Source: an optimization exercise on an open RTL-to-GDS flow (aim: small area, a short achievable clock period and few clock cycles per item). Production flows keep margins and buffers that such runs may drop.
Where RTL was checked, it was by simulation tests only, not by an equivalence proof against the original.
Function not checked in run 11: the RTL went through the layout flow alone.
Power and IR drop assume default switching activity.

--- flow/design.v ---
module suma_fp(input clk, input rst, input start, input [31:0] A, B, output [31:0] Y, output done);
wire        sA = A[31], sB = B[31];
wire [7:0]  eA = A[30:23], eB = B[30:23];
wire [23:0] mA = {1'b1, A[22:0]}, mB = {1'b1, B[22:0]};
wire [8:0]  de    = {1'b0, eA} - {1'b0, eB};
wire        e_lt  = de[8];                    
wire [7:0]  d     = de[7:0] ^ {8{e_lt}};
wire [23:0] Xm    = e_lt ? mB : mA;           
wire [23:0] Zm    = e_lt ? {1'b0, mA[23:1]} : mB;    
wire [7:0]  ex    = e_lt ? eB : eA;
wire        xs    = e_lt ? sB : sA;
wire        zs    = e_lt ? sA : sB;
wire        big   = |d[7:5];
wire        far   = big | (d[4] & d[3]) | (e_lt & d[4] & d[2] & d[1] & d[0]);
wire [23:0] Zs    = big ? 24'd0 : (Zm >> d[4:0]);
wire        sub   = sA ^ sB;
wire        q     = sub & zs & far;
wire [23:0] opa = Xm;
wire [23:0] opb = Zs ^ {24{sub}};
wire [23:0] g0  = opa & opb;
wire [23:0] p0  = opa ^ opb;
wire [23:0] G [0:5];
wire [23:0] P [0:5];
assign G[0] = g0;
assign P[0] = p0;
genvar l, k;
generate
  for (l = 0; l < 5; l = l + 1) begin : lv
    for (k = 0; k < 24; k = k + 1) begin : bt
      if ((k >> l) & 1) begin : cmb
        localparam integer J = ((k >> l) << l) - 1;
        assign G[l+1][k] = G[l][k] | (P[l][k] & G[l][J]);
        assign P[l+1][k] = P[l][k] & P[l][J];
      end else begin : pas
        assign G[l+1][k] = G[l][k];
        assign P[l+1][k] = P[l][k];
      end
    end
  end
endgenerate
wire        cout = G[5][23];
wire        eac  = sub & ~q & cout;
wire [23:0] cy   = {G[5][22:0] | (P[5][22:0] & {23{eac}}), eac};
wire [23:0] S    = p0 ^ cy;
wire        inv  = sub & (q | ~cout);
wire        neg  = sub ? (q | (cout ? xs : zs)) : sA;
reg [24:0] r_q;       
reg        inv_q;     
reg [7:0]  e1_q;      
reg        neg_q;
reg        done_q;
always @(posedge clk) begin
  r_q    <= {~sub & cout, S};
  inv_q  <= inv;
  e1_q   <= ex + 8'd1;
  neg_q  <= neg;
  done_q <= start & ~rst;
end
wire [24:0] rm = {r_q[24], r_q[23:0] ^ {24{inv_q}}};
reg [4:0] lz;
integer i;
always @* begin
  lz = 5'd25;
  for (i = 0; i < 25; i = i + 1)
    if (rm[i]) lz = 5'd24 - i[4:0];
end
wire [24:0] nrm  = rm << lz;
wire        zero = ~|rm;
wire [7:0]  eo   = e1_q - {3'd0, lz};
assign Y    = {neg_q & ~zero, eo & {8{~zero}}, nrm[23:1]};
assign done = done_q;
endmodule
--- flow/flow/run.sh ---
#!/bin/bash
set -e
export BUFFER_PORTS_ARGS="-buffer_cell sky130_fd_sc_hd__buf_1"
export SETUP_SLACK_MARGIN=10.5
bash standard.sh > standard.log 2>&1
--- flow/standard.sh ---
#!/bin/bash
# synth_recipe.tcl (not shown) runs the flow's synth.tcl, then flattens the netlist and writes it again
# the make line also repeats each setting of config.mk as NAME=value (left out here)
make -C /OpenROAD-flow-scripts/flow DESIGN_CONFIG=/design/flow/config.mk WORK_HOME=/design/flow/orfs CLKGATE_MAP_FILE= SYNTH_SCRIPT=/design/flow/synth_recipe.tcl "${@:-finish}"
--- flow/config.mk ---
export PLATFORM = sky130hd
export DESIGN_NAME = suma_fp
export DESIGN_NICKNAME = suma_fp
export VERILOG_FILES = /design/flow/design.v
export SDC_FILE = /design/flow/constraint.sdc
export NUM_CORES = 4
export LEC_CHECK = 0
export ABC_AREA = 1
export CAP_MARGIN = 20
export CORE_MARGIN = 2
export CORE_UTILIZATION = 65
export CTS_BUF_LIST = sky130_fd_sc_hd__clkbuf_4
export PLACE_DENSITY = 0.8
export SLEW_MARGIN = 20
--- flow/constraint.sdc ---
create_clock -name core_clock -period 20.0 [get_ports {clk}]
set_input_delay 4.0000 -clock core_clock [delete_from_list [all_inputs] [get_ports {clk}]]
set_output_delay 4.0000 -clock core_clock [all_outputs]
set_load 0.01 [all_outputs]
==> results.yml, run 1 <==
place:
  dpl-instance-area_um2: 6660
  placedCellCount: 1271
  hpwlAfterDp_um: 12800
  place.port_buffers: 99
  gp_congestion: 0.983
  preCtsSetupSlack_ps: 9830
critical_path:
  crit_type: "in -> reg"
  critPathLaunch: "A[23]"
  critPathSlowestCell: "fa_2"
  worstSetupEndpointType: "flop"
  cp-endpoint: "r_q[14]"
  critPathMaxFanout: 28
  cpPeakStageDelay_ps: 360
  cp-start-kind: "primary input"
  required_ps: 20230
  arrival_ps: 9470
global_routing:
  antenna_found_initial: 0
  grt.overflow.total: 0
  grt_pass1_vias: 5955
  grt_max_degree: 70
  grt_pass1_wl_um: 26100
  grt_use_total: 0.304
pwr:
  p_comb_frac: 0.834
  seq_power_share: 0.116
  p_total_w: 0.00100
  p_leak_nw: 3.31
  p_int_w: 0.000413
  p_sw_w: 0.000587
  swShare: 0.587
  ir_drop_mv: 0.0762
  clkPwrFrac: 0.050
  power.density_nw_per_um2: 146
hold_path:
  hp-class: "in -> reg"
cells_and_area:
  drive_gt1_frac: 0.0725
  final_common_cell: "nand2_1"
  n_antenna_cell: 0
  fill_cells: 895
  layout.nets: 1267
  area.sequential_um2: 721
  finalNonFillerCells: 1287
  design_area_um2: 6860
  multiInputGateArea_um2: 4920
  layout_common_cells: "nand2_1, nand3_1, inv_1"
  area_delta_synth_final_pct: 9.42
sta:
  drv_slew: 0
  setup_viol: 0
  slew_headroom: 0.512
  finalWorstSetupSlack_ps: 10750
  worstMarginPinSlew_ps: 730
  max_freq_mhz: 108
  tns_ps: 0
  hold_viol: 0
  rsz0062_at_grt: "no"
  period_minus_slack_ps: 9250
  min_period_over_period: 0.462
synthesis:
  synth_top_family_by_area: "simple AND/OR/NAND/NOR gates"
  ys.warnings.count: 1
  synth_compound_area_frac: 0.193
  synth-edff-count: 0
  synth.largest_area_cell: "nand2_1"
  synthArstFlopShare: 0
  synth_flop_cell: "dfxtp_1"
  avgSynthCellArea_um2: 5.79
  yosys.area_share.simple: 0.359
  synthMuxAreaShare: 0
  ys_types: 47
  ys_ff_latch: 36
  synth_fa_ha_area_frac: 0.0894
  synthXorXnorAreaFrac: 0.125
  synth_nets: 1194
  synthTopCellsByArea: "nand2_1, dfxtp_1, nand3_1"
  synth_top_area_share: 0.163
  syn_area_um2: 6270
  synthCells: 1084
  synth_seq_area_share: 0.115
floorplan:
  core_area_um2: 9280
  rows: 35
  io-pin-count: 100
  fp.dieW_um: 102
  start_util: 0.676
  fp.dieArea_um2: 10500
  die_h_um: 102
detailed_routing:
  wire_per_inst_um: 12.6
  first_iter_violations: 452
  drc: 0
  vias: 7033
  vias_per_cell: 5.46
  detail-route-antenna-nets: 0
  first_pass_iters: 9
  wirelength_um: 16300
cts:
  clock_path_buffers: 2
  clock-sinks: 36
  cts-root-buf: "clkbuf_4"
  numCtsBuffers: 5
  hold_buffers: 0
  clkTransAtPathRegs_ps: 110
  htree_levels: 2
  cts_tree: "built"
run_status:
  outcome: "no timing/DRC/antenna violations"
flow_run:
  max-cap-violations: 0
[worst min path at each step]
| stage | from | to | slack, ps | cells past startpoint |
|---|---|---|---|---|
| after detailed placement | rst | done_q | 4170 | 2 |
| after floorplan | rst | done_q | 4070 | 1 |
| final | rst | done_q | 3810 | 2 |
| after CTS | rst | done_q | 3800 | 2 |
| after global placement | rst | done_q | 4150 | 2 |
| after global routing | rst | done_q | 3800 | 2 |
[critical path, delay by kind of cell]
| family | cells | cell delay, ps |
|---|---|---|
| fa+ha+maj | 4 | 1180 |
| buf+inv | 6 | 510 |
| xor+xnor | 2 | 280 |
| simple gates | 12 | 1230 |
| compound gates | 14 | 2240 |
[layout make-up]
cell class,instances,area share
repair buffers,110,0.0662
clock inverters,3,0.00620
inverters,137,0.0764
well taps,129,0.0235
clock buffers,5,0.00547
multi-input cells,867,0.717
flip-flops and latches,36,0.105
[Yosys cell counts, types with 21 or more instances]
| cell type | n |
|---|---|
| nand2_1 | 273 |
| nand3_1 | 138 |
| inv_1 | 121 |
| o21ai_0 | 112 |
| nor2_1 | 80 |
| xor2_1 | 58 |
| ha_1 | 40 |
| dfxtp_1 | 36 |
| a21oi_1 | 31 |
| clkbuf_1 | 28 |
| o21ai_1 | 24 |
| xnor2_1 | 21 |
[power groups by stage]
stage / logic [W] / registers [W] / clock network (W)
after detailed placement: 0.000810 / 0.000119 / 0
final: 0.000834 / 0.000116 / 0.0000495
after global routing: 0.000942 / 0.000119 / 0.0000528
after CTS: 0.000816 / 0.000117 / 0.0000506
after floorplan: 0.000640 / 0.000116 / 0
after global placement: 0.000799 / 0.000118 / 0
[flip-flops by register name, summed over array words and instances (netlist names)]
register,cells
done_q,1
e1_q,8
inv_q,1
neg_q,1
r_q,25
[layer usage]
layer / routed length, um / vias to the layer above / GRT usage / part of all wire
li1: - / 3684 / - / -
met5: 0 / - / 0 / 0
met2: 7790 / 251 / 0.532 / 0.48
met4: 561 / 0 / 0.129 / 0.034
met1: 6990 / 3052 / 0.387 / 0.43
met3: 926 / 46 / 0.0198 / 0.057
[stage by stage]
| step | utilization | hold slack (ps) |
|---|---|---|
| final | 0.739 | 3810 |
| after floorplan | - | 4070 |
| after global placement | 0.718 | 4150 |
| after global routing | 0.739 | 3800 |
| after CTS | 0.731 | 3800 |
| after detailed placement | 0.718 | 4170 |
[repair_timing]
item,CTS,global route
pin swaps,3,3
setup endpoints to repair,24,26
buffers inserted,2,3
gates cloned,1,2
gates resized for setup,2,17
[cells by family (layout without fill, tap and decap cells)]
kind of cell | Yosys count | count (layout)
AND/OR/NAND/NOR | 524 | 526
flip-flops | 36 | 36
adder cells (fa/ha/maj) | 43 | 43
buffers and inverters | 184 | 255
AO/OA/AOI/OAI | 213 | 213
XOR/XNOR | 84 | 85
Testbench counts, summed over its fixed seeds: cycles 3,200, items 3,200.
==> run 2: changes to the inputs <==
--- a/flow/config.mk
+++ b/flow/config.mk
@@ -12,2 +12,3 @@
 export CTS_BUF_LIST = sky130_fd_sc_hd__clkbuf_4
+export GPL_TIMING_DRIVEN = 1
 export PLACE_DENSITY = 0.8
==> results.yml, run 2 <==
run_status:
  outcome: "no timing/DRC/antenna violations"
critical_path:
  cp-endpoint: "r_q[14]"
  critPathLaunch: "A[23]"
  critPathSlowestCell: "fa_2"
  cp-start-kind: "primary input"
  crit_type: "in -> reg"
  worstSetupEndpointType: "flop"
  arrival_ps: 9470
  crit_buf_inv: 6
  cpPeakStageDelay_ps: 360
  cp.depth: 38
  critPathMaxFanout: 28
  required_ps: 20230
  crit_family: "compound AO/OA/AOI/OAI gates"
detailed_routing:
  first_pass_iters: 9
  wl_met2_um: 7790
  vias: 7033
  wl_met3_um: 926
  met1_length_um: 6990
  drc: 0
  wire_per_inst_um: 12.6
  vias_per_cell: 5.46
  first_iter_violations: 452
  wirelength_um: 16300
  maxUsedRoutingLayer: "met4"
  detail-route-antenna-nets: 0
pwr:
  swShare: 0.587
  p_int_w: 0.000413
  p_leak_nw: 3.31
  power.density_nw_per_um2: 146
  seq_power_share: 0.116
  clkPwrFrac: 0.050
  p_comb_frac: 0.834
  p_sw_w: 0.000587
  p_total_w: 0.00100
  ir_drop_mv: 0.0762
cells_and_area:
  layout_common_cells: "nand2_1, nand3_1, inv_1"
  largest_reg_flops: 25
  n_antenna_cell: 0
  drive_gt1_frac: 0.0725
  largest_registers: "r_q x25, e1_q x8"
  regMostFlops: "r_q"
  layout.nets: 1267
  final_common_cell: "nand2_1"
  area_delta_synth_final_pct: 9.42
cts:
  clock_path_buffers: 2
  htree_levels: 2
  cts_tree: "built"
  numCtsBuffers: 5
  clock-sinks: 36
  clkTransAtPathRegs_ps: 110
  cts-root-buf: "clkbuf_4"
  hold_buffers: 0
synthesis:
  ys_types: 47
  synth.largest_area_cell: "nand2_1"
  synthTopCellsByCount: "nand2_1, nand3_1, inv_1, o21ai_0, nor2_1"
  synthCells: 1084
  ys.warnings.count: 1
  ys_ff_latch: 36
  synth-edff-count: 0
  avgSynthCellArea_um2: 5.79
  synth_flop_cell: "dfxtp_1"
  synthArstFlopShare: 0
  synth_seq_area_share: 0.115
  synthTopCellsByArea: "nand2_1, dfxtp_1, nand3_1"
  synth_nets: 1194
  synth_top_area_share: 0.163
  syn_area_um2: 6270
  yosysMostFrequentCell: "nand2_1"
floorplan:
  start_util: 0.676
  io-pin-count: 100
  die_h_um: 102
  fp.dieArea_um2: 10500
  rows: 35
  fp.dieW_um: 102
  core_area_um2: 9280
sta:
  setup_viol: 0
  tns_ps: 0
  drv_slew: 0
  min_period_over_period: 0.462
  period_minus_slack_ps: 9250
  max_freq_mhz: 108
  hold_viol: 0
  rsz0062_at_grt: "no"
  worstMarginPinSlew_ps: 730
  slew_headroom: 0.512
place:
  place.port_buffers: 99
  gp_congestion: 0.983
  hpwlAfterDp_um: 12800
global_routing:
  grt_pass1_wl_um: 26100
  grt_max_degree: 70
  grt_use_total: 0.304
  antenna_found_initial: 0
  grt_pass1_vias: 5955
  grt.overflow.total: 0
hold_path:
  hp-class: "in -> reg"
flow_run:
  max-cap-violations: 0
## run 2: power by group through the flow
stage               registers (W)  logic, W  clock network (W)
CTS                      0.000117  0.000816          0.0000506
global placement         0.000118  0.000799                  0
global route             0.000119  0.000942          0.0000528
detailed placement       0.000119  0.000810                  0
finish                   0.000116  0.000834          0.0000495
floorplan                0.000116  0.000640                  0
## run 2: per-layer routing
layer / GRT usage / up-vias
met5: 0 / -
met4: 0.129 / 0
met3: 0.0198 / 46
met2: 0.532 / 251
met1: 0.387 / 3052
li1: - / 3684
## run 2: how the worst min path moves through the flow
| stage | cells after the start | slack (ps) | to | from |
|---|---|---|---|---|
| after detailed placement | 2 | 4170 | done_q | rst |
| final | 2 | 3810 | done_q | rst |
| after CTS | 2 | 3800 | done_q | rst |
| after floorplan | 1 | 4070 | done_q | rst |
| after global routing | 2 | 3800 | done_q | rst |
| after global placement | 2 | 4150 | done_q | rst |
## run 2: stage by stage
step	hold WS [ps]	std cells	util	area [um^2]	setup slack (ps)
final	3810	1287	0.739	6860	10750
after global routing	3800	1287	0.739	6860	10470
after CTS	3800	1282	0.731	6780	10550
after detailed placement	4170	1271	0.718	6660	9830
after global placement	4150	1271	0.718	6660	9940
after floorplan	4070	1084	-	6330	10510
## run 2: cells by family after synthesis
family | synth area share
buffers and inverters | 0.118
and+or+nand+nor | 0.359
DFF | 0.115
adders and majority gates | 0.0894
AOI/OAI and AO/OA | 0.193
xor gates and xnor gates | 0.125
## run 2: final cells by class
cell class / instances / area (um^2)
fillers: 895 / 2420
flip-flops and latches: 36 / 721
well taps: 129 / 161
multi-input cells: 867 / 4920
repair buffers: 110 / 454
clock buffers: 5 / 37.5
clock inverters: 3 / 42.5
inverters: 137 / 524
## run 2: repair_timing
| action | 4_1_cts | 5_1_grt |
|---|---|---|
| setup endpoints to repair | 24 | 26 |
| buffers inserted | 2 | 3 |
| gates resized for setup | 2 | 17 |
| cloned | 1 | 2 |
| pin swaps | 3 | 3 |
| endpoints found under the hold margin | 0 | 0 |
==> run 3: changes to the inputs <==
==> flow/flow/run.sh (replaced) <==
#!/bin/bash
set -e
export BUFFER_PORTS_ARGS="-buffer_cell sky130_fd_sc_hd__buf_1"
export SETUP_SLACK_MARGIN=10.25
bash standard.sh > standard.log 2>&1
--- a/flow/config.mk
+++ b/flow/config.mk
@@ -12,3 +12,2 @@
 export CTS_BUF_LIST = sky130_fd_sc_hd__clkbuf_4
-export GPL_TIMING_DRIVEN = 1
 export PLACE_DENSITY = 0.8
==> results.yml, run 3 <==
synthesis:
  synth_top_area_share: 0.163
  synthTopCellsByCount: "nand2_1, nand3_1, inv_1, o21ai_0, nor2_1"
  syn_area_um2: 6270
  synthTopCellsByArea: "nand2_1, dfxtp_1, nand3_1"
  synth_nets: 1194
  synth_seq_area_share: 0.115
  synth_top_family_by_area: "simple AND/OR/NAND/NOR gates"
  synthXorXnorAreaFrac: 0.125
  synth_fa_ha_area_frac: 0.0894
  ys_ff_latch: 36
  synthCells: 1084
  ys_types: 47
  synthArstFlopShare: 0
  ys.warnings.count: 1
  synth_compound_area_frac: 0.193
  synth_flop_cell: "dfxtp_1"
  avgSynthCellArea_um2: 5.79
  yosysMostFrequentCell: "nand2_1"
  synthMuxAreaShare: 0
  synth.largest_area_cell: "nand2_1"
  yosys.area_share.simple: 0.359
  synth-edff-count: 0
pwr:
  p_sw_w: 0.000589
  swShare: 0.598
  power.density_nw_per_um2: 145
  p_leak_nw: 3.28
  p_int_w: 0.000396
  ir_drop_mv: 0.0904
  p_comb_frac: 0.843
  clkPwrFrac: 0.036
  seq_power_share: 0.121
cells_and_area:
  largest_reg_flops: 25
  layout.nets: 1264
  drive_gt1_frac: 0.0658
  regMostFlops: "r_q"
  final_common_cell: "nand2_1"
  largest_registers: "r_q x25, e1_q x8"
  area_delta_synth_final_pct: 8.48
  layout_common_cells: "nand2_1, nand3_1, inv_1"
  design_area_um2: 6800
detailed_routing:
  vias_per_cell: 5.47
  wire_per_inst_um: 13.0
  detail-route-antenna-nets: 0
  wirelength_um: 16600
  first_iter_violations: 320
  drc: 0
  vias: 7033
  first_pass_iters: 5
sta:
  max_freq_mhz: 107
  tns_ps: 0
  min_period_over_period: 0.468
  period_minus_slack_ps: 9370
  rsz0062_at_grt: "no"
  worstMarginPinSlew_ps: 762
  setup_viol: 0
  drv_slew: 0
  hold_viol: 0
  slew_headroom: 0.492
hold_path:
  hp-class: "in -> reg"
  hold_depth: 2
  hold_path_end: "done_q"
  hp-start: "rst"
global_routing:
  grt_pass1_vias: 5916
  grt_use_total: 0.307
  grt.overflow.total: 0
  antenna_found_initial: 1
  grt_max_degree: 69
  grt_pass1_wl_um: 26200
floorplan:
  fp.dieArea_um2: 10500
  io-pin-count: 100
  start_util: 0.676
  rows: 35
  fp.dieW_um: 102
  core_area_um2: 9280
  die_h_um: 102
critical_path:
  critPathMaxFanout: 19
  critPathSlowestCell: "xor2_4"
  crit_type: "in -> reg"
  crit_top_cell: "o21ai_0"
  worstSetupEndpointType: "flop"
  cpPeakStageDelay_ps: 470
  cp-start-kind: "primary input"
  arrival_ps: 9580
  required_ps: 20220
cts:
  numCtsBuffers: 5
  cts-root-buf: "clkbuf_4"
  hold_buffers: 0
  cts_tree: "built"
  clock_path_buffers: 2
  htree_levels: 2
  clkTransAtPathRegs_ps: 110
  clock-sinks: 36
run_status:
  outcome: "no timing/DRC/antenna violations"
place:
  hpwlAfterDp_um: 13000
  gp_congestion: 0.991
  dpl-instance-area_um2: 6630
  place.port_buffers: 99
flow_run:
  max-cap-violations: 0
run 3: cell counts after synthesis:
Identical to the previous run, type by type.
run 3: stage by stage:
step	hold WS [ps]	setup slack, ps	util	cells	power [W]
floorplan	4070	10250	-	1084	0.000751
global placement	4150	9440	0.714	1271	0.000917
detailed placement	4180	9380	0.714	1271	0.000926
CTS	3810	10330	0.723	1279	0.000968
global route	3810	10150	0.733	1285	0.00110
finish	3820	10630	0.733	1285	0.000985
run 3: area by class of cell:
type | count | area, um^2
multi-input combinational | 867 | 4910
fill | 919 | 2480
sequential | 36 | 721
inverter | 137 | 527
timing repair buffer | 107 | 432
tap | 129 | 161
clock buffer | 5 | 37.5
clock inverter | 3 | 13.8
antenna | 1 | 2.50
run 3: power groups by stage:
stage | logic (W) | registers, W | clock network [W]
6_report | 0.000830 | 0.000119 | 0.0000359
5_1_grt | 0.000937 | 0.000122 | 0.0000391
4_1_cts | 0.000812 | 0.000120 | 0.0000368
3_5_place_dp | 0.000805 | 0.000121 | 0
3_3_place_gp | 0.000797 | 0.000120 | 0
2_1_floorplan | 0.000636 | 0.000116 | 0
run 3: repair_timing:
item                       in CTS  in global routing
setup endpoints to repair      26                 27
cloned                          0                  3
buffers inserted                0                  2
resized for setup               7                 13
pin swaps                       0                  3
run 3: layer usage:
layer,part of all wire,wire length (um),GRT usage
met5,0,0,0
met4,0.032,526,0.112
met3,0.049,808,0.0171
met2,0.48,8030,0.534
met1,0.44,7280,0.402
run 3: how the worst max path moves through the flow:
stage               cells after the start   from       to
floorplan                              41  A[23]  r_q[12]
global placement                       41  A[23]  r_q[12]
detailed placement                     41  A[23]  r_q[10]
CTS                                    41  A[23]  r_q[11]
global route                           38  A[23]  r_q[11]
finish                                 37  A[23]  r_q[11]
run 3: logic make-up (layout without fill, tap and decap cells):
group / Yosys count / count (layout)
XOR/XNOR: 84 / 85
AO/OA/AOI/OAI: 213 / 213
other: 0 / 1
buffers and inverters: 184 / 252
flip-flops: 36 / 36
AND/OR/NAND/NOR: 524 / 526
adder cells (fa/ha/maj): 43 / 43
run 3: worst max-delay path, delay by kind of cell:
family                     cells  cell delay, ps
AOI/OAI and AO/OA             13            2100
and+or+nand+nor               11            1150
adders and majority gates      3             890
xor gates and xnor gates       3             770
buffers and inverters          7             660
==> run 4: changes to the inputs <==
==> flow/flow/run.sh (replaced) <==
#!/bin/bash
set -e
export BUFFER_PORTS_ARGS="-buffer_cell sky130_fd_sc_hd__buf_1"
export SETUP_SLACK_MARGIN=10.75
bash standard.sh > standard.log 2>&1
==> results.yml, run 4 <==
synthesis:
  synthTopCellsByArea: "nand2_1, dfxtp_1, nand3_1"
  synth_nets: 1194
  ys.warnings.count: 1
  synth_seq_area_share: 0.115
  avgSynthCellArea_um2: 5.79
  yosysMostFrequentCell: "nand2_1"
  ys_ff_latch: 36
  synth_flop_cell: "dfxtp_1"
  synth_top_area_share: 0.163
  ys_types: 47
  synthArstFlopShare: 0
  synthCells: 1084
  synth-edff-count: 0
  syn_area_um2: 6270
  synthTopCellsByCount: "nand2_1, nand3_1, inv_1, o21ai_0, nor2_1"
  synth.largest_area_cell: "nand2_1"
cells_and_area:
  regMostFlops: "r_q"
  largest_registers: "r_q x25, e1_q x8"
  layout_common_cells: "nand2_1, nand3_1, inv_1"
  drive_gt1_frac: 0.0992
  final_common_cell: "nand2_1"
  n_antenna_cell: 0
  largest_reg_flops: 25
  area_delta_synth_final_pct: 12.6
  finalNonFillerCells: 1298
  layout.nets: 1279
  design_area_um2: 7060
pwr:
  p_leak_nw: 3.38
  power.density_nw_per_um2: 144
  ir_drop_mv: 0.0802
global_routing:
  grt_pass1_vias: 6073
  grt.overflow.total: 0
  grt_use_total: 0.317
  grt_pass1_wl_um: 27000
  grt_max_degree: 53
  antenna_found_initial: 0
floorplan:
  fp.dieArea_um2: 10500
  io-pin-count: 100
  rows: 35
  fp.dieW_um: 102
  start_util: 0.676
  core_area_um2: 9280
  die_h_um: 102
cts:
  numCtsBuffers: 5
  cts_tree: "built"
  cts-root-buf: "clkbuf_4"
  clock-sinks: 36
  htree_levels: 2
  clkTransAtPathRegs_ps: 100
  clock_path_buffers: 2
sta:
  rsz0062_at_grt: "yes"
  drv_slew: 0
  period_minus_slack_ps: 9030
  setup_viol: 0
  worstMarginPinSlew_ps: 779
  slew_headroom: 0.480
  hold_viol: 0
  min_period_over_period: 0.452
  tns_ps: 0
  max_freq_mhz: 111
detailed_routing:
  vias: 7183
  wirelength_um: 17200
  drc: 0
  detail-route-antenna-nets: 0
  first_pass_iters: 5
  wire_per_inst_um: 13.3
  vias_per_cell: 5.53
  first_iter_violations: 395
hold_path:
  hp-class: "in -> reg"
place:
  place.port_buffers: 99
  dpl-instance-area_um2: 6700
  gp_congestion: 0.951
  placedCellCount: 1271
  hpwlAfterDp_um: 13200
critical_path:
  critPathMaxFanout: 18
  cpPeakStageDelay_ps: 400
  critPathSlowestCell: "fa_2"
  required_ps: 20240
  arrival_ps: 9270
  cp-start-kind: "primary input"
  crit_family: "simple AND/OR/NAND/NOR gates"
  crit_top_cell: "nor2_1"
  crit_type: "in -> reg"
  crit_buf_inv: 8
  worstSetupEndpointType: "flop"
flow_run:
  max-cap-violations: 0
run_status:
  outcome: "no timing/DRC/antenna violations"
==> run 4: cells by family (layout without fill, tap and decap cells) <==
kind of cell             count (synthesis)  in the layout  share of synthesized area
AND/OR/NAND/NOR                        524            526                      0.359
adder cells (fa/ha/maj)                 43             43                     0.0894
XOR/XNOR                                84             85                      0.125
AO/OA/AOI/OAI                          213            213                      0.193
buffers and inverters                  184            266                      0.118
flip-flops                              36             36                      0.115
==> run 4: area by class of cell <==
class / count / area (um^2)
fillers: 819 / 2220
repair buffers: 122 / 557
flip-flops and latches: 36 / 721
clock buffers: 5 / 37.5
multi-input cells: 867 / 5030
inverters: 137 / 542
well taps: 129 / 161
clock inverters: 2 / 7.51
==> run 4: stage by stage <==
step	hold slack [ps]	utilization	total power (W)	setup slack (ps)
after floorplan	4070	-	0.000762	10650
after global placement	4150	0.722	0.000921	9830
after detailed placement	4160	0.722	0.000934	9690
after CTS	3790	0.739	0.000980	10800
after global routing	3780	0.761	0.00113	10630
final	3800	0.761	0.00102	10970
==> run 4: per-layer routing <==
metal  GRT usage  vias up  routed length, um  share of wire
met2       0.587      254               8540           0.50
met1       0.396     3184               7410           0.43
met5           0        -                  0              0
met3      0.0130       33                888          0.052
li1            -     3712                  -              -
met4       0.102        0                371          0.022
==> run 4: path summary, 6_finish.rpt <==
path                  startpoint      to  slack (ps)  cells after the start
worst min-delay path         rst  done_q        3800                      2
worst max-delay path       A[23]  r_q[5]       10970                     41
==> run 4: power by group <==
group / internal (W) / total [W] / switching, W
logic: 0.000301 / 0.000868 / 0.000567
registers: 0.000103 / 0.000117 / 0.0000144
clock network: 0.0000123 / 0.0000349 / 0.0000227
==> run 4: what timing repair did <==
| item | in CTS | in global routing |
|---|---|---|
| setup endpoints to repair | 27 | 29 |
| pin swaps | 6 | 16 |
| hold buffers | 0 | 0 |
| setup buffers | 6 | 11 |
| gates resized for setup | 7 | 45 |
| cloned | 3 | 0 |
==> run 5: changes to the inputs <==
==> flow/flow/run.sh (replaced) <==
#!/bin/bash
set -e
export BUFFER_PORTS_ARGS="-buffer_cell sky130_fd_sc_hd__buf_1"
export SETUP_SLACK_MARGIN=11
bash standard.sh > standard.log 2>&1
--- a/flow/config.mk
+++ b/flow/config.mk
@@ -14 +14,2 @@
 export SLEW_MARGIN = 20
+export TNS_END_PERCENT = 5
==> results.yml, run 5 <==
run_status:
  outcome: "no timing/DRC/antenna violations"
detailed_routing:
  drc: 0
  vias_per_cell: 5.88
  wirelength_um: 20200
  first_pass_iters: 7
  wire_per_inst_um: 15.3
  vias: 7761
  detail-route-antenna-nets: 0
  first_iter_violations: 644
cells_and_area:
  regMostFlops: "r_q"
  n_antenna_cell: 0
  area_delta_synth_final_pct: 19.3
  final_common_cell: "nand2_1"
  layout_common_cells: "nand2_1, nand3_1, inv_1"
  design_area_um2: 7480
  drive_gt1_frac: 0.132
  largest_reg_flops: 25
  largest_registers: "r_q x25, e1_q x8"
  postLayoutCoreUtil: 0.806
  layout.nets: 1301
place:
  dpl-instance-area_um2: 6680
  place.port_buffers: 99
  hpwlAfterDp_um: 13400
  gp_congestion: 0.961
synthesis:
  ys_types: 47
  ys.warnings.count: 1
  synth_seq_area_share: 0.115
  synth_flop_cell: "dfxtp_1"
  syn_area_um2: 6270
  synthArstFlopShare: 0
  synth.largest_area_cell: "nand2_1"
  synth_nets: 1194
  synthTopCellsByCount: "nand2_1, nand3_1, inv_1, o21ai_0, nor2_1"
  synthTopCellsByArea: "nand2_1, dfxtp_1, nand3_1"
  synth-edff-count: 0
  synthCells: 1084
  avgSynthCellArea_um2: 5.79
  synth_top_area_share: 0.163
  ys_ff_latch: 36
  yosysMostFrequentCell: "nand2_1"
sta:
  drv_slew: 0
  period_minus_slack_ps: 9170
  hold_viol: 0
  tns_ps: 0
  min_period_over_period: 0.459
  max_freq_mhz: 109
  setup_viol: 0
  slew_headroom: 0.419
  rsz0062_at_grt: "yes"
  worstMarginPinSlew_ps: 869
floorplan:
  core_area_um2: 9280
  fp.dieArea_um2: 10500
  io-pin-count: 100
  start_util: 0.676
  die_h_um: 102
  rows: 35
  fp.dieW_um: 102
pwr:
  ir_drop_mv: 0.0748
  p_leak_nw: 3.57
  power.density_nw_per_um2: 148
critical_path:
  cpPeakStageDelay_ps: 430
  cp-start-kind: "primary input"
  critPathMaxFanout: 7
  critPathLaunch: "A[23]"
  worstSetupEndpointType: "flop"
  critPathSlowestCell: "ha_4"
  required_ps: 20230
  crit_type: "in -> reg"
  arrival_ps: 9400
flow_run:
  max-cap-violations: 0
cts:
  clock-sinks: 36
  clkTransAtPathRegs_ps: 110
  cts_tree: "built"
  clock_path_buffers: 2
  numCtsBuffers: 5
  htree_levels: 2
  cts-root-buf: "clkbuf_4"
  hold_buffers: 0
global_routing:
  grt_pass1_wl_um: 28900
  grt_max_degree: 53
  grt_pass1_vias: 6424
  antenna_found_initial: 0
  grt_use_total: 0.339
  grt.overflow.total: 0
hold_path:
  hold_depth: 2
  hp-class: "in -> reg"
  hp-start: "rst"
-- run 5: critical path: cells and delay by family --
kind / cells / cell delay (ps)
AOI/OAI and AO/OA: 8 / 1120
xor gates and xnor gates: 2 / 320
adders and majority gates: 4 / 1230
buffers and inverters: 7 / 560
and+or+nand+nor: 20 / 2130
-- run 5: through the flow --
stage,hold slack [ps],cells,total power (W),setup WS (ps)
2_1_floorplan,4070,1084,0.000761,10650
3_3_place_gp,4150,1269,0.000925,9720
3_5_place_dp,4160,1269,0.000934,9620
4_1_cts,3790,1292,0.00101,11020
5_1_grt,3800,1321,0.00121,10650
6_report,3790,1321,0.00110,10830
-- run 5: cell families after synthesis --
| group | count (synthesis) | share of synthesized area |
|---|---|---|
| adder cells (fa/ha/maj) | 43 | 0.0894 |
| buffers and inverters | 184 | 0.118 |
| flip-flops | 36 | 0.115 |
| XOR/XNOR | 84 | 0.125 |
| AND/OR/NAND/NOR | 524 | 0.359 |
| AO/OA/AOI/OAI | 213 | 0.193 |
-- run 5: worst paths after layout --
check  slack (ps)      to
min          3790  done_q
max         10830  r_q[5]
-- run 5: layer usage --
metal	up-vias	GRT usage	part of all wire
met5	-	0	0
met3	145	0.0205	0.072
li1	3755	-	-
met4	0	0.137	0.067
met1	3365	0.414	0.38
met2	496	0.617	0.48
-- run 5: what timing repair did --
| action | 4_1_cts | 5_1_grt |
|---|---|---|
| gates cloned | 3 | 3 |
| gates resized for setup | 27 | 69 |
| setup buffers | 12 | 26 |
| endpoints found under the setup margin | 27 | 31 |
| pin swaps | 11 | 37 |
-- run 5: area by class of cell --
cell class / count / area, um^2
multi-input cells: 868 / 5190
repair inverters: 1 / 8.76
repair buffers: 142 / 762
fillers: 695 / 1800
well taps: 129 / 161
inverters: 137 / 559
clock buffers: 6 / 45.0
clock inverters: 2 / 35.0
flip-flops and latches: 36 / 721
-- run 5: report_power, final --
group	switching (W)	internal (W)	leakage (nW)
registers	0.0000163	0.000103	0.304
clock network	0.0000255	0.0000276	0.0456
logic	0.000610	0.000322	3.22
==> run 6: changes to the inputs <==
==> flow/flow/run.sh (replaced) <==
#!/bin/bash
set -e
export BUFFER_PORTS_ARGS="-buffer_cell sky130_fd_sc_hd__buf_1"
export SETUP_SLACK_MARGIN=11.5
bash standard.sh > standard.log 2>&1
==> results.yml, run 6 <==
sta:
  worstMarginPinSlew_ps: 896
  hold_viol: 0
  setup_viol: 0
  min_period_over_period: 0.481
  period_minus_slack_ps: 9630
  max_freq_mhz: 104
  tns_ps: 0
  slew_headroom: 0.401
  drv_slew: 0
  rsz0062_at_grt: "yes"
pwr:
  clkPwrFrac: 0.045
  ir_drop_mv: 0.0755
  power.density_nw_per_um2: 152
  swShare: 0.592
  p_int_w: 0.000488
  p_comb_frac: 0.855
  p_sw_w: 0.000707
  seq_power_share: 0.100
  p_leak_nw: 3.77
hold_path:
  hp-class: "in -> reg"
cells_and_area:
  layout.nets: 1340
  area.sequential_um2: 721
  final_common_cell: "nand2_1"
  finalNonFillerCells: 1360
  layout_common_cells: "nand2_1, nand3_1, inv_1"
  fill_cells: 554
  drive_gt1_frac: 0.179
  n_antenna_cell: 0
  multiInputGateArea_um2: 5260
  area_delta_synth_final_pct: 25.7
  largest_registers: "r_q x25, e1_q x8"
  largest_reg_flops: 25
  regMostFlops: "r_q"
synthesis:
  synthCells: 1084
  synthTopCellsByCount: "nand2_1, nand3_1, inv_1, o21ai_0, nor2_1"
  synth_top_area_share: 0.163
  synth_flop_cell: "dfxtp_1"
  ys_ff_latch: 36
  synthXorXnorAreaFrac: 0.125
  synthMuxAreaShare: 0
  ys_types: 47
  ys.warnings.count: 1
  synth_top_family_by_area: "simple AND/OR/NAND/NOR gates"
  yosysMostFrequentCell: "nand2_1"
  synth_seq_area_share: 0.115
  avgSynthCellArea_um2: 5.79
  synth_nets: 1194
  synth.largest_area_cell: "nand2_1"
  yosys.area_share.simple: 0.359
  synth-edff-count: 0
  syn_area_um2: 6270
  synthTopCellsByArea: "nand2_1, dfxtp_1, nand3_1"
  synth_compound_area_frac: 0.193
  synth_fa_ha_area_frac: 0.0894
  synthArstFlopShare: 0
cts:
  clock-sinks: 36
  numCtsBuffers: 5
  clock_path_buffers: 2
  htree_levels: 2
  hold_buffers: 0
  clkTransAtPathRegs_ps: 120
  cts_tree: "built"
  cts-root-buf: "clkbuf_4"
critical_path:
  cp-endpoint: "r_q[18]"
  cpPeakStageDelay_ps: 670
  critPathSlowestCell: "o21ai_0"
  critPathMaxFanout: 16
  critPathLaunch: "A[23]"
  crit_type: "in -> reg"
  arrival_ps: 9870
  worstSetupEndpointType: "flop"
  cp-start-kind: "primary input"
  required_ps: 20250
floorplan:
  die_h_um: 102
  fp.dieArea_um2: 10500
  core_area_um2: 9280
  io-pin-count: 100
  rows: 35
  start_util: 0.676
  fp.dieW_um: 102
detailed_routing:
  drc: 0
  wire_per_inst_um: 18.3
  detail-route-antenna-nets: 0
  vias_per_cell: 6.36
  vias: 8646
  first_pass_iters: 14
  first_iter_violations: 1150
  wirelength_um: 24900
place:
  placedCellCount: 1269
  gp_congestion: 0.961
  place.port_buffers: 99
  hpwlAfterDp_um: 13400
global_routing:
  antenna_found_initial: 0
  grt_max_degree: 53
  grt_pass1_vias: 7314
  grt_pass1_wl_um: 34100
  grt_use_total: 0.408
  grt.overflow.total: 0
flow_run:
  max-cap-violations: 0
run_status:
  outcome: "no timing/DRC/antenna violations"
run 6: metrics by stage:
| step | setup WS [ps] | util | power [W] | area (um^2) | hold slack (ps) |
|---|---|---|---|---|---|
| 5_1_grt | 10180 | 0.849 | 0.00130 | 7890 | 3800 |
| 2_1_floorplan | 10650 | - | 0.000761 | 6410 | 4070 |
| 3_5_place_dp | 9620 | 0.719 | 0.000934 | 6680 | 4160 |
| 4_1_cts | 11340 | 0.816 | 0.00107 | 7580 | 3790 |
| 6_report | 10370 | 0.849 | 0.00120 | 7890 | 3780 |
| 3_3_place_gp | 9720 | 0.719 | 0.000925 | 6680 | 4150 |
run 6: what timing repair did:
item / in CTS / in global routing
pin swaps: 47 / 37
endpoints found under the setup margin: 31 / 32
buffers inserted: 61 / 15
gates resized for setup: 77 / 58
cloned: 6 / 1
hold endpoints to repair: 0 / 0
run 6: cells by family (layout without fill, tap and decap cells):
logic type               Yosys count  in the layout
adder cells (fa/ha/maj)           43             43
flip-flops                        36             36
AND/OR/NAND/NOR                  524            526
buffers and inverters            184            327
AO/OA/AOI/OAI                    213            213
XOR/XNOR                          84             86
run 6: critical path: cells and delay by family:
family | cells | cell delay (ps)
AO/OA/AOI/OAI | 8 | 1910
XOR/XNOR | 3 | 910
adder cells (fa/ha/maj) | 3 | 920
buffers and inverters | 9 | 1080
AND/OR/NAND/NOR | 9 | 1020
run 6: how the worst min path moves through the flow:
stage               startpoint     end  slack, ps  depth (start not counted)
detailed placement         rst  done_q       4160                          2
finish                     rst  done_q       3780                          2
global placement           rst  done_q       4150                          2
global route               rst  done_q       3800                          2
CTS                        rst  done_q       3790                          2
floorplan                  rst  done_q       4070                          1
run 6: power groups by stage:
stage | clock [W] | sequential, W | combinational (W)
detailed placement | 0 | 0.000119 | 0.000815
finish | 0.0000534 | 0.000120 | 0.00102
CTS | 0.0000518 | 0.000117 | 0.000904
global route | 0.0000551 | 0.000122 | 0.00112
floorplan | 0 | 0.000116 | 0.000645
global placement | 0 | 0.000117 | 0.000807
run 6: layout make-up:
cell class / count / area share
clock buffers: 6 / 0.00571
clock inverters: 2 / 0.00444
inverters: 137 / 0.0701
multi-input cells: 868 / 0.667
flip-flops and latches: 36 / 0.0914
well taps: 129 / 0.0205
repair buffers: 180 / 0.138
repair inverters: 2 / 0.00270
run 6: routing by layer:
| layer | routed length [um] | part of all wire | global-route usage |
|---|---|---|---|
| met1 | 8490 | 0.34 | 0.464 |
| met2 | 10900 | 0.44 | 0.714 |
| met3 | 2830 | 0.11 | 0.0527 |
| met4 | 2720 | 0.11 | 0.270 |
| met5 | 0 | 0 | 0 |
==> run 7: changes to the inputs <==
--- a/flow/design.v
+++ b/flow/design.v
@@ -69,3 +69,3 @@
 wire [7:0]  eo   = e1_q - {3'd0, lz};
-assign Y    = {neg_q & ~zero, eo & {8{~zero}}, nrm[23:1]};
+assign Y    = zero ? 32'd0 : {neg_q, eo, nrm[23:1]};
 assign done = done_q;
==> flow/flow/run.sh (replaced) <==
#!/bin/bash
set -e
export BUFFER_PORTS_ARGS="-buffer_cell sky130_fd_sc_hd__buf_1"
export SETUP_SLACK_MARGIN=10.5
bash standard.sh > standard.log 2>&1
--- a/flow/config.mk
+++ b/flow/config.mk
@@ -8,8 +8,7 @@
 export ABC_AREA = 1
-export CAP_MARGIN = 20
+export CAP_MARGIN = 0
 export CORE_MARGIN = 2
-export CORE_UTILIZATION = 65
+export CORE_UTILIZATION = 75
 export CTS_BUF_LIST = sky130_fd_sc_hd__clkbuf_4
-export PLACE_DENSITY = 0.8
-export SLEW_MARGIN = 20
-export TNS_END_PERCENT = 5
+export PLACE_DENSITY = 0.9
+export SLEW_MARGIN = 0
==> results.yml, run 7 <==
run_status:
  outcome: "no timing/DRC/antenna violations"
cts:
  htree_levels: 2
  clock_path_buffers: 2
  cts_tree: "built"
  clock-sinks: 36
  cts-root-buf: "clkbuf_4"
  clkTransAtPathRegs_ps: 110
  numCtsBuffers: 5
  hold_buffers: 0
synthesis:
  avgSynthCellArea_um2: 5.72
  synth_compound_area_frac: 0.184
  yosys.area_share.simple: 0.376
  synth_top_family_by_area: "simple AND/OR/NAND/NOR gates"
  synth_nets: 1212
  synth_fa_ha_area_frac: 0.0868
  synthTopCellsByCount: "nand2_1, nand3_1, inv_1, o21ai_0, nor2_1"
  synth.largest_area_cell: "nand2_1"
  synthCells: 1103
  synthTopCellsByArea: "nand2_1, dfxtp_1, nand3_1"
  ys_types: 53
  synth_seq_area_share: 0.114
  syn_area_um2: 6310
  synth_flop_cell: "dfxtp_1"
  synthMuxAreaShare: 0.00159
  synth-edff-count: 0
  synthArstFlopShare: 0
  synthXorXnorAreaFrac: 0.123
  yosysMostFrequentCell: "nand2_1"
  synth_top_area_share: 0.182
  ys.warnings.count: 1
  ys_ff_latch: 36
global_routing:
  grt.overflow.total: 0
  antenna_found_initial: 0
  grt_use_total: 0.381
  grt_pass1_wl_um: 28400
  grt_max_degree: 53
  grt_pass1_vias: 6586
critical_path:
  crit_buf_inv: 8
  cpPeakStageDelay_ps: 400
  cp.depth: 40
  cp-start-kind: "primary input"
  critPathMaxFanout: 8
  crit_top_cell: "nor2_1"
  crit_type: "in -> reg"
  worstSetupEndpointType: "flop"
  arrival_ps: 9600
  critPathSlowestCell: "fa_1"
  required_ps: 20240
  crit_family: "simple AND/OR/NAND/NOR gates"
hold_path:
  hold_path_end: "done_q"
  hp-class: "in -> reg"
  hp-start: "rst"
  hold_depth: 2
place:
  hpwlAfterDp_um: 13800
  preCtsSetupSlack_ps: 9590
  place.port_buffers: 99
  gp_congestion: 1.05
  placedCellCount: 1263
detailed_routing:
  wire_per_inst_um: 14.0
  vias: 7632
  vias_per_cell: 5.93
  wirelength_um: 18100
  drc: 0
  first_iter_violations: 820
  detail-route-antenna-nets: 0
  first_pass_iters: 9
pwr:
  p_total_w: 0.00109
  ir_drop_mv: 0.0699
  power.density_nw_per_um2: 158
  p_leak_nw: 3.35
cells_and_area:
  drive_gt1_frac: 0.0694
  final_common_cell: "nand2_1"
  fill_cells: 582
  layout.nets: 1290
  layout_common_cells: "nand2_1, nand3_1, inv_1"
  postLayoutCoreUtil: 0.848
  regMostFlops: "r_q"
  area_delta_synth_final_pct: 9.81
  n_antenna_cell: 0
  finalNonFillerCells: 1286
  largest_registers: "r_q x25, e1_q x8"
  largest_reg_flops: 25
sta:
  worstMarginPinSlew_ps: 704
  rsz0062_at_grt: "no"
  hold_viol: 0
  max_freq_mhz: 107
  setup_viol: 0
  tns_ps: 0
  period_minus_slack_ps: 9360
  drv_slew: 0
  min_period_over_period: 0.468
  finalWorstSetupSlack_ps: 10640
  slew_headroom: 0.530
floorplan:
  fp.dieArea_um2: 9170
  die_h_um: 95.7
  core_area_um2: 8180
  start_util: 0.772
  fp.dieW_um: 95.7
  io-pin-count: 100
  rows: 33
flow_run:
  max-cap-violations: 0
==> run 7: changes by cell type after synthesis, sizes merged, moves of 4 or more <==
cell and change:
nand2 +31, o21ai -18, a21oi +9, inv -6
o21bai -5, nor2 -4, or2 +4
==> run 7: worst max-delay path by stage <==
stage | startpoint | to | slack, ps
2_1_floorplan | A[23] | r_q[3] | 10550
3_3_place_gp | A[23] | r_q[23] | 9800
3_5_place_dp | A[23] | r_q[23] | 9590
4_1_cts | A[23] | r_q[23] | 10500
5_1_grt | A[23] | r_q[23] | 10220
6_report | A[23] | r_q[23] | 10640
==> run 7: final cells by class <==
class / instances / area [um^2] / area share
repair inverters: 2 / 15.0 / 0.00217
clock inverters: 2 / 12.5 / 0.00181
well taps: 105 / 131 / 0.0190
repair buffers: 116 / 519 / 0.0749
multi-input cells: 889 / 4990 / 0.720
inverters: 131 / 504 / 0.0727
clock buffers: 5 / 37.5 / 0.00542
flip-flops and latches: 36 / 721 / 0.104
==> run 7: per-stage QoR <==
| stage | hold slack (ps) | area, um^2 |
|---|---|---|
| floorplan | 4070 | 6340 |
| global placement | 4150 | 6650 |
| detailed placement | 4190 | 6650 |
| CTS | 3840 | 6770 |
| global route | 3830 | 6930 |
| finish | 3830 | 6930 |
==> run 7: cell families after synthesis <==
logic type	Yosys count
AOI/OAI and AO/OA	204
DFF	36
buffers and inverters	180
adders and majority gates	42
muxes	1
and+or+nand+nor	557
xor gates and xnor gates	83
==> run 7: what timing repair did <==
action,CTS,global route
setup buffers,3,9
resized for setup,5,31
endpoints found under the setup margin,27,27
pin swaps,2,8
cloned,2,2
==> run 7: report_power, final <==
part / total (W) / internal [W] / leakage, nW / switching [W]
Combinational: 0.000938 / 0.000317 / 3.02 / 0.000621
Sequential: 0.000120 / 0.000104 / 0.303 / 0.0000155
Clock: 0.0000355 / 0.0000128 / 0.0271 / 0.0000227
Total: 0.00109 / 0.000435 / 3.35 / 0.000659
==> run 7: routing by layer <==
metal	wire (um)	GRT usage	up-vias
li1	-	-	3744
met1	6990	0.455	3333
met2	8840	0.692	465
met3	1490	0.0478	90
met4	736	0.148	0
met5	0	0	-
Testbench counts of run 7, summed over its fixed seeds: cycles 3,200, items 3,200.
==> run 8: changes to the inputs <==
--- a/flow/design.v
+++ b/flow/design.v
@@ -69,3 +69,3 @@
 wire [7:0]  eo   = e1_q - {3'd0, lz};
-assign Y    = zero ? 32'd0 : {neg_q, eo, nrm[23:1]};
+assign Y    = {neg_q & ~zero, eo & {8{~zero}}, nrm[23:1]};
 assign done = done_q;
==> results.yml, run 8 <==
run_status:
  outcome: "no timing/DRC/antenna violations"
detailed_routing:
  first_pass_iters: 8
  vias_per_cell: 5.86
  met1_length_um: 6870
  drc: 0
  vias: 7379
  first_iter_violations: 601
  wl_met2_um: 8630
  wire_per_inst_um: 13.9
  maxUsedRoutingLayer: "met4"
  detail-route-antenna-nets: 0
  wl_met3_um: 1220
  wirelength_um: 17500
synthesis:
  synth-edff-count: 0
  avgSynthCellArea_um2: 5.79
  synth_top_area_share: 0.163
  synthCells: 1084
  ys_types: 47
  synthArstFlopShare: 0
  synth_seq_area_share: 0.115
  synth.largest_area_cell: "nand2_1"
  ys.warnings.count: 1
  synthTopCellsByCount: "nand2_1, nand3_1, inv_1, o21ai_0, nor2_1"
  synth_flop_cell: "dfxtp_1"
  synthTopCellsByArea: "nand2_1, dfxtp_1, nand3_1"
  synth_nets: 1194
  yosysMostFrequentCell: "nand2_1"
  ys_ff_latch: 36
  syn_area_um2: 6270
critical_path:
  crit_type: "in -> reg"
  critPathSlowestCell: "ha_4"
  worstSetupEndpointType: "flop"
  cp.depth: 37
  cp-start-kind: "primary input"
  required_ps: 20230
  critPathMaxFanout: 18
  crit_top_cell: "nand2_4"
  arrival_ps: 9480
  crit_family: "compound AO/OA/AOI/OAI gates"
  cpPeakStageDelay_ps: 380
  crit_buf_inv: 7
pwr:
  p_comb_frac: 0.849
  power.density_nw_per_um2: 147
  p_int_w: 0.000401
  swShare: 0.600
  ir_drop_mv: 0.0727
  p_sw_w: 0.000602
  seq_power_share: 0.117
  p_leak_nw: 3.29
  clkPwrFrac: 0.034
sta:
  rsz0062_at_grt: "yes"
  finalWorstSetupSlack_ps: 10750
  worstMarginPinSlew_ps: 752
  min_period_over_period: 0.463
  setup_viol: 0
  slew_headroom: 0.497
  hold_viol: 0
  tns_ps: 0
  drv_slew: 0
  max_freq_mhz: 108
  period_minus_slack_ps: 9250
cts:
  cts_tree: "built"
  hold_buffers: 0
  clkTransAtPathRegs_ps: 100
  clock-sinks: 36
  cts-root-buf: "clkbuf_4"
  clock_path_buffers: 2
  htree_levels: 2
  numCtsBuffers: 5
global_routing:
  grt.overflow.total: 0
  grt_pass1_wl_um: 27900
  grt_max_degree: 53
  antenna_found_initial: 0
  grt_use_total: 0.377
  grt_pass1_vias: 6344
floorplan:
  fp.dieArea_um2: 9110
  die_h_um: 95.5
  core_area_um2: 8180
  fp.dieW_um: 95.5
  rows: 33
  start_util: 0.767
  io-pin-count: 100
cells_and_area:
  n_antenna_cell: 0
  regMostFlops: "r_q"
  final_common_cell: "nand2_1"
  largest_registers: "r_q x25, e1_q x8"
  layout.nets: 1265
  drive_gt1_frac: 0.0753
  multiInputGateArea_um2: 4960
  fill_cells: 614
  layout_common_cells: "nand2_1, nand3_1, inv_1"
  area.sequential_um2: 721
  area_delta_synth_final_pct: 8.82
  largest_reg_flops: 25
hold_path:
  hp-class: "in -> reg"
  hold_depth: 2
place:
  preCtsSetupSlack_ps: 9680
  hpwlAfterDp_um: 13400
  gp_congestion: 0.966
  place.port_buffers: 99
flow_run:
  max-cap-violations: 0
run 8: cells by family (layout without fill, tap and decap cells):
| group | Yosys count | in the layout | share of synthesized area |
|---|---|---|---|
| AOI/OAI and AO/OA | 213 | 213 | 0.193 |
| adders and majority gates | 43 | 43 | 0.0894 |
| DFF | 36 | 36 | 0.115 |
| xor gates and xnor gates | 84 | 85 | 0.125 |
| buffers and inverters | 184 | 252 | 0.118 |
| and+or+nand+nor | 524 | 526 | 0.359 |
run 8: path summary, 6_finish.rpt:
| path | startpoint | endpoint | slack (ps) |
|---|---|---|---|
| hold / removal | rst | done_q | 3810 |
| setup / recovery | A[23] | r_q[15] | 10750 |
run 8: power by group through the flow:
stage	Clock, W	Sequential [W]	Combinational [W]
after detailed placement	0	0.000119	0.000811
after CTS	0.0000340	0.000117	0.000820
after global placement	0	0.000117	0.000791
after floorplan	0	0.000116	0.000640
final	0.0000339	0.000117	0.000852
after global routing	0.0000362	0.000120	0.000966
run 8: what timing repair did:
action                     in CTS  in global routing
cloned                          2                  1
pin swaps                       3                  4
setup endpoints to repair      24                 28
gates resized for setup         3                 29
buffers inserted                2                  1
run 8: final cells by class:
cell class                      count  area share
Multi-Input combinational cell    867       0.727
Sequential cell                    36       0.106
Inverter                          137      0.0772
Timing Repair Buffer              108      0.0643
Tap cell                          105      0.0192
Clock buffer                        5     0.00550
Clock inverter                      2     0.00110
run 8: per-stage QoR:
stage               cell area [um^2]  hold slack (ps)  utilization  instances  power [W]
finish                          6830             3810        0.835       1260    0.00100
global route                    6830             3810        0.835       1260    0.00112
CTS                             6730             3810        0.823       1258   0.000971
detailed placement              6630             4160        0.811       1247   0.000930
global placement                6630             4150        0.811       1247   0.000909
floorplan                       6330             4070            -       1084   0.000756
run 8: layer usage:
layer,vias up,global-route usage
met5,-,0
met4,0,0.193
met3,70,0.0443
met2,391,0.677
met1,3232,0.438
li1,3686,-
Testbench counts of run 8, summed over its fixed seeds: cycles 3,200, items 3,200.
==> run 9: changes to the inputs <==
--- a/flow/config.mk
+++ b/flow/config.mk
@@ -11,3 +11,3 @@
 export CORE_UTILIZATION = 75
-export CTS_BUF_LIST = sky130_fd_sc_hd__clkbuf_4
+export CTS_BUF_LIST = sky130_fd_sc_hd__clkbuf_8
 export PLACE_DENSITY = 0.9
==> results.yml, run 9 <==
sta:
  finalWorstSetupSlack_ps: 10740
  worstMarginPinSlew_ps: 724
  slew_headroom: 0.516
  period_minus_slack_ps: 9260
  drv_slew: 0
  setup_viol: 0
  rsz0062_at_grt: "no"
  max_freq_mhz: 108
  min_period_over_period: 0.463
  tns_ps: 0
  hold_viol: 0
critical_path:
  cpPeakStageDelay_ps: 360
  crit_buf_inv: 7
  critPathSlowestCell: "fa_2"
  arrival_ps: 9430
  critPathMaxFanout: 10
  worstSetupEndpointType: "flop"
  crit_type: "in -> reg"
  cp-start-kind: "primary input"
  required_ps: 20170
  crit_family: "compound AO/OA/AOI/OAI gates"
hold_path:
  hp-start: "rst"
  hp-class: "in -> reg"
  hold_path_end: "done_q"
  hold_depth: 2
synthesis:
  synth_seq_area_share: 0.115
  syn_area_um2: 6270
  synthArstFlopShare: 0
  ys_types: 47
  synth-edff-count: 0
  yosysMostFrequentCell: "nand2_1"
  avgSynthCellArea_um2: 5.79
  ys.warnings.count: 1
  synth_top_area_share: 0.163
  synth_flop_cell: "dfxtp_1"
  ys_ff_latch: 36
  synth.largest_area_cell: "nand2_1"
  synthTopCellsByCount: "nand2_1, nand3_1, inv_1, o21ai_0, nor2_1"
  synth_nets: 1194
  synthTopCellsByArea: "nand2_1, dfxtp_1, nand3_1"
  synthCells: 1084
cts:
  numCtsBuffers: 5
  clock-sinks: 36
  clkTransAtPathRegs_ps: 70
  htree_levels: 2
  clock_path_buffers: 2
  hold_buffers: 0
  cts_tree: "built"
  cts-root-buf: "clkbuf_8"
global_routing:
  grt.overflow.total: 0
  antenna_found_initial: 0
  grt_pass1_vias: 6298
  grt_use_total: 0.376
  grt_pass1_wl_um: 27800
  grt_max_degree: 53
pwr:
  p_leak_nw: 3.35
  ir_drop_mv: 0.0636
  power.density_nw_per_um2: 149
floorplan:
  rows: 33
  fp.dieArea_um2: 9110
  die_h_um: 95.5
  core_area_um2: 8180
  start_util: 0.767
  io-pin-count: 100
  fp.dieW_um: 95.5
detailed_routing:
  first_iter_violations: 623
  maxUsedRoutingLayer: "met4"
  wl_met3_um: 1560
  wire_per_inst_um: 14.3
  vias: 7517
  met1_length_um: 6920
  detail-route-antenna-nets: 0
  drc: 0
  wirelength_um: 18000
  first_pass_iters: 6
  vias_per_cell: 5.94
  wl_met2_um: 8570
place:
  preCtsSetupSlack_ps: 9680
  place.port_buffers: 99
  hpwlAfterDp_um: 13400
  gp_congestion: 0.966
run_status:
  outcome: "no timing/DRC/antenna violations"
cells_and_area:
  n_antenna_cell: 0
  largest_reg_flops: 25
  final_common_cell: "nand2_1"
  regMostFlops: "r_q"
  postLayoutCoreUtil: 0.848
  drive_gt1_frac: 0.0827
  layout_common_cells: "nand2_1, nand3_1, inv_1"
  layout.nets: 1271
  fill_cells: 591
  largest_registers: "r_q x25, e1_q x8"
  area_delta_synth_final_pct: 10.5
flow_run:
  max-cap-violations: 0
run 9: report_power, final:
part           switching, W  internal (W)  total (W)
logic              0.000574      0.000289   0.000863
clock network     0.0000240     0.0000306  0.0000547
registers         0.0000150      0.000103   0.000118
run 9: final cells by class:
type | count | area (um^2) | share of cell area
Multi-Input combinational cell | 867 | 4970 | 0.717
Inverter | 137 | 529 | 0.0763
Timing Repair Buffer | 114 | 484 | 0.0698
Clock buffer | 7 | 96.3 | 0.0139
Sequential cell | 36 | 721 | 0.104
Tap cell | 105 | 131 | 0.0189
run 9: worst max-delay path by stage:
stage	startpoint	endpoint	cells past startpoint
2_1_floorplan	A[23]	r_q[5]	44
4_1_cts	A[23]	r_q[15]	35
6_report	A[23]	r_q[15]	38
3_5_place_dp	A[23]	r_q[15]	38
3_3_place_gp	A[23]	r_q[1]	31
5_1_grt	A[23]	r_q[11]	38
run 9: layer usage:
| metal | global-route usage | up-vias |
|---|---|---|
| met5 | 0 | - |
| met4 | 0.185 | 0 |
| met3 | 0.0490 | 94 |
| met2 | 0.680 | 463 |
| met1 | 0.434 | 3269 |
| li1 | - | 3691 |
run 9: cell families after synthesis:
| group | synth area share |
|---|---|
| adder cells (fa/ha/maj) | 0.0894 |
| AND/OR/NAND/NOR | 0.359 |
| AO/OA/AOI/OAI | 0.193 |
| buffers and inverters | 0.118 |
| XOR/XNOR | 0.125 |
| flip-flops | 0.115 |
run 9: timing repair:
item,CTS,global route
gates cloned,2,1
resized for setup,4,32
pin swaps,3,7
buffers inserted,2,7
setup endpoints to repair,25,26
run 9: through the flow:
step	hold WS, ps	cells	power, W	instance area (um^2)
CTS	3860	1258	0.000993	6780
floorplan	4070	1084	0.000756	6330
detailed placement	4160	1247	0.000930	6630
finish	3860	1266	0.00104	6930
global route	3860	1266	0.00115	6930
global placement	4150	1247	0.000909	6630
==> run 10: changes to the inputs <==
==> flow/flow/run.sh (replaced) <==
#!/bin/bash
set -e
export BUFFER_PORTS_ARGS="-buffer_cell sky130_fd_sc_hd__buf_1"
export SETUP_SLACK_MARGIN=11
bash standard.sh > standard.log 2>&1
==> results.yml, run 10 <==
run_status:
  haltStage: "5_1_grt"
  error_line: "[ERROR GRT-0232] Routing congestion too high. Check the congestion heatmap in the GUI."
  outcome: "did not finish"
synthesis:
  synth-edff-count: 0
  yosysMostFrequentCell: "nand2_1"
  synthTopCellsByArea: "nand2_1, dfxtp_1, nand3_1"
  ys_types: 47
  synth_top_area_share: 0.163
  synthArstFlopShare: 0
  avgSynthCellArea_um2: 5.79
  synth_nets: 1194
  synth_flop_cell: "dfxtp_1"
  syn_area_um2: 6270
  ys_ff_latch: 36
  synth.largest_area_cell: "nand2_1"
  synth_seq_area_share: 0.115
  ys.warnings.count: 1
  synthTopCellsByCount: "nand2_1, nand3_1, inv_1, o21ai_0, nor2_1"
  synthCells: 1084
sta:
  worst-ep-kind: "sequential cell input"
  postGrtWorstEndpoint: "r_q[20]$_DFF_P_/D"
cts:
  clock_path_buffers: 2
  htree_levels: 2
  numCtsBuffers: 5
  hold_buffers: 0
  cts-root-buf: "clkbuf_8"
  clock-sinks: 36
floorplan:
  fp.dieW_um: 95.5
  io-pin-count: 100
  start_util: 0.767
  die_h_um: 95.5
  rows: 33
place:
  hpwlAfterDp_um: 13100
  preCtsSetupSlack_ps: 9600
  gp_congestion: 1.02
  dpl-instance-area_um2: 6670
  place.port_buffers: 99
global_routing:
  grt_max_degree: 53
  grt.overflow.total: 68
  grt_use_total: 0.775
==> run 10: worst max path at each step <==
| stage | startpoint | end | slack (ps) | cells after the start |
|---|---|---|---|---|
| after CTS | B[27] | r_q[6] | 11040 | 38 |
| after detailed placement | A[23] | r_q[5] | 9600 | 37 |
| after global placement | A[23] | r_q[5] | 9820 | 32 |
| after floorplan | A[23] | r_q[5] | 10660 | 40 |
==> run 10: routing by layer <==
metal,GRT overflow,track usage
met5,0,0.0655
met2,30,0.957
met3,5,0.586
met4,31,0.821
met1,2,0.781
==> run 10: power by group through the flow <==
stage	clock network, W	logic [W]	registers, W
after CTS	0.0000639	0.000860	0.000119
after detailed placement	0	0.000812	0.000119
after global placement	0	0.000794	0.000118
after floorplan	0	0.000647	0.000116
==> run 10: cells by family after synthesis <==
logic type	synth area share
flops	0.115
buf+inv	0.118
xor+xnor	0.125
compound gates	0.193
fa+ha+maj	0.0894
simple gates	0.359
==> run 10: metrics by stage <==
step	power, W	util	std cells
after CTS	0.00104	0.867	1279
after floorplan	0.000762	-	1084
after detailed placement	0.000931	0.816	1247
after global placement	0.000912	0.816	1247
==> run 10: timing repair <==
action / in CTS
cloned: 3
setup endpoints to repair: 28
setup buffers: 21
pin swaps: 25
resized for setup: 40
==> run 11: changes to the inputs <==
--- a/flow/design.v
+++ b/flow/design.v
@@ -43,3 +43,3 @@
 wire [23:0] cy   = {G[5][22:0] | (P[5][22:0] & {23{eac}}), eac};
-wire [23:0] S    = p0 ^ cy;
+wire [23:0] S    = p0 ^ cy ^ {24{inv}};      
 wire        inv  = sub & (q | ~cout);
@@ -47,3 +47,2 @@
 reg [24:0] r_q;       
-reg        inv_q;     
 reg [7:0]  e1_q;      
@@ -53,3 +52,2 @@
   r_q    <= {~sub & cout, S};
-  inv_q  <= inv;
   e1_q   <= ex + 8'd1;
@@ -58,3 +56,3 @@
 end
-wire [24:0] rm = {r_q[24], r_q[23:0] ^ {24{inv_q}}};
+wire [24:0] rm = r_q;
 reg [4:0] lz;
==> flow/flow/run.sh (replaced) <==
#!/bin/bash
set -e
export BUFFER_PORTS_ARGS="-buffer_cell sky130_fd_sc_hd__buf_1"
export SETUP_SLACK_MARGIN=10.5
bash standard.sh > standard.log 2>&1
--- a/flow/config.mk
+++ b/flow/config.mk
@@ -11,3 +11,3 @@
 export CORE_UTILIZATION = 75
-export CTS_BUF_LIST = sky130_fd_sc_hd__clkbuf_8
+export CTS_BUF_LIST = sky130_fd_sc_hd__clkbuf_4
 export PLACE_DENSITY = 0.9
==> results.yml, run 11 <==
run_status:
  outcome: "no timing/DRC/antenna violations"
cells_and_area:
  area.sequential_um2: 701
  largest_reg_flops: 25
  design_area_um2: 7270
  area_delta_synth_final_pct: 11.8
  layout_common_cells: "nand2_1, nand3_1, inv_1"
  multiInputGateArea_um2: 5200
  largest_registers: "r_q x25, e1_q x8"
  fill_cells: 501
  final_common_cell: "nand2_1"
  layout.nets: 1355
  drive_gt1_frac: 0.0698
  regMostFlops: "r_q"
  finalNonFillerCells: 1352
  n_antenna_cell: 0
critical_path:
  worstSetupEndpointType: "flop"
  critPathMaxFanout: 27
  arrival_ps: 9730
  required_ps: 20260
  cp-start-kind: "primary input"
  critPathSlowestCell: "ha_4"
  cpPeakStageDelay_ps: 380
  critPathLaunch: "A[30]"
  crit_type: "in -> reg"
synthesis:
  synth_top_family_by_area: "simple AND/OR/NAND/NOR gates"
  synth_fa_ha_area_frac: 0.0831
  synthTopCellsByCount: "nand2_1, nand3_1, inv_1, o21ai_0, nor2_1"
  syn_area_um2: 6510
  synth_compound_area_frac: 0.170
  ys.warnings.count: 1
  synthTopCellsByArea: "nand2_1, nand3_1, dfxtp_1"
  ys_ff_latch: 35
  synthCells: 1163
  synth-edff-count: 0
  yosys.area_share.simple: 0.409
  synthMuxAreaShare: 0.00308
  synth_top_area_share: 0.196
  synthXorXnorAreaFrac: 0.105
  synth_seq_area_share: 0.108
  avgSynthCellArea_um2: 5.60
  synth.largest_area_cell: "nand2_1"
  synth_nets: 1272
  ys_types: 48
  synthArstFlopShare: 0
  yosysMostFrequentCell: "nand2_1"
  synth_flop_cell: "dfxtp_1"
place:
  dpl-instance-area_um2: 6860
  gp_congestion: 0.978
  hpwlAfterDp_um: 14500
  placedCellCount: 1324
  place.port_buffers: 99
detailed_routing:
  drc: 0
  vias_per_cell: 6.26
  wirelength_um: 21500
  wire_per_inst_um: 15.9
  vias: 8467
  detail-route-antenna-nets: 0
  first_iter_violations: 1261
  first_pass_iters: 8
sta:
  max_freq_mhz: 106
  setup_viol: 0
  slew_headroom: 0.425
  rsz0062_at_grt: "no"
  worstMarginPinSlew_ps: 856
  period_minus_slack_ps: 9470
  tns_ps: 0
  hold_ws_ps: 3790
  hold_viol: 0
  min_period_over_period: 0.473
  drv_slew: 0
global_routing:
  grt.overflow.total: 0
  grt_pass1_wl_um: 31700
  grt_use_total: 0.396
  grt_max_degree: 51
  grt_pass1_vias: 7124
  antenna_found_initial: 0
cts:
  cts-root-buf: "clkbuf_4"
  hold_buffers: 0
  cts_tree: "built"
  htree_levels: 2
  clkTransAtPathRegs_ps: 120
  clock_path_buffers: 2
  numCtsBuffers: 5
  clock-sinks: 35
hold_path:
  hp-start: "rst"
  hp-class: "in -> reg"
  hold_depth: 2
pwr:
  p_sw_w: 0.000577
  ir_drop_mv: 0.114
  p_total_w: 0.000968
  swShare: 0.596
  seq_power_share: 0.128
  power.density_nw_per_um2: 133
  p_leak_nw: 3.62
  p_int_w: 0.000391
  p_comb_frac: 0.817
  clkPwrFrac: 0.055
floorplan:
  rows: 33
  start_util: 0.784
  fp.dieArea_um2: 9440
  core_area_um2: 8300
  fp.dieW_um: 97.2
  die_h_um: 97.2
  io-pin-count: 100
flow_run:
  max-cap-violations: 0
==> run 11: cell count changes after synthesis, moves of 8 or more <==
cell | previous run | this run
nand3_1 | 138 | 151
nand2_1 | 273 | 339
o21ai_0 | 112 | 120
xnor2_1 | 21 | 8
inv_1 | 121 | 138
nor2_1 | 80 | 61
nand4_1 | 3 | 11
o21ai_1 | 24 | 6
==> run 11: metrics by stage <==
stage / setup slack [ps] / utilization
floorplan: 10510 / -
global placement: 9430 / 0.826
detailed placement: 9170 / 0.826
CTS: 10510 / 0.846
global route: 10280 / 0.876
finish: 10530 / 0.876
==> run 11: final cells by class <==
| class | count | area share |
|---|---|---|
| tap | 105 | 0.0181 |
| clock buffer | 5 | 0.00516 |
| sequential | 35 | 0.0963 |
| inverter | 149 | 0.0791 |
| timing repair buffer | 124 | 0.0796 |
| clock inverter | 3 | 0.00602 |
| multi-input combinational | 931 | 0.716 |
==> run 11: repair_timing <==
action	4_1_cts	5_1_grt
cloned	2	2
pin swaps	2	8
resized for setup	9	38
buffers inserted	2	14
endpoints found under the setup margin	25	25
==> run 11: critical path: cells and delay by family <==
kind	cells	cell delay, ps
simple gates	13	1540
compound gates	10	2030
xor+xnor	2	330
buf+inv	7	690
fa+ha+maj	3	1080
==> run 11: final timing paths <==
path	slack, ps	to
min	3790	done_q
max	10530	r_q[3]
==> run 11: cell families after synthesis <==
logic type	Yosys count
XOR/XNOR	72
adder cells (fa/ha/maj)	42
AO/OA/AOI/OAI	201
buffers and inverters	201
flip-flops	35
AND/OR/NAND/NOR	610
multiplexers	2
==> run 11: power groups by stage <==
stage          clock [W]  sequential [W]  combinational (W)
6_report       0.0000532        0.000124           0.000791
5_1_grt        0.0000572        0.000127           0.000882
4_1_cts        0.0000527        0.000122           0.000732
3_5_place_dp           0        0.000124           0.000721
3_3_place_gp           0        0.000123           0.000701
2_1_floorplan          0        0.000118           0.000562
==> run 11: per-layer routing <==
metal  global-route usage  part of all wire  routed length [um]  vias up
li1                     -                 -                   -     3967
met2                0.681              0.45                9770      677
met5                    0                 0                   0        -
met4                0.112             0.050                1070        0
met1                0.496              0.38                8080     3696
met3               0.0878              0.12                2560      127
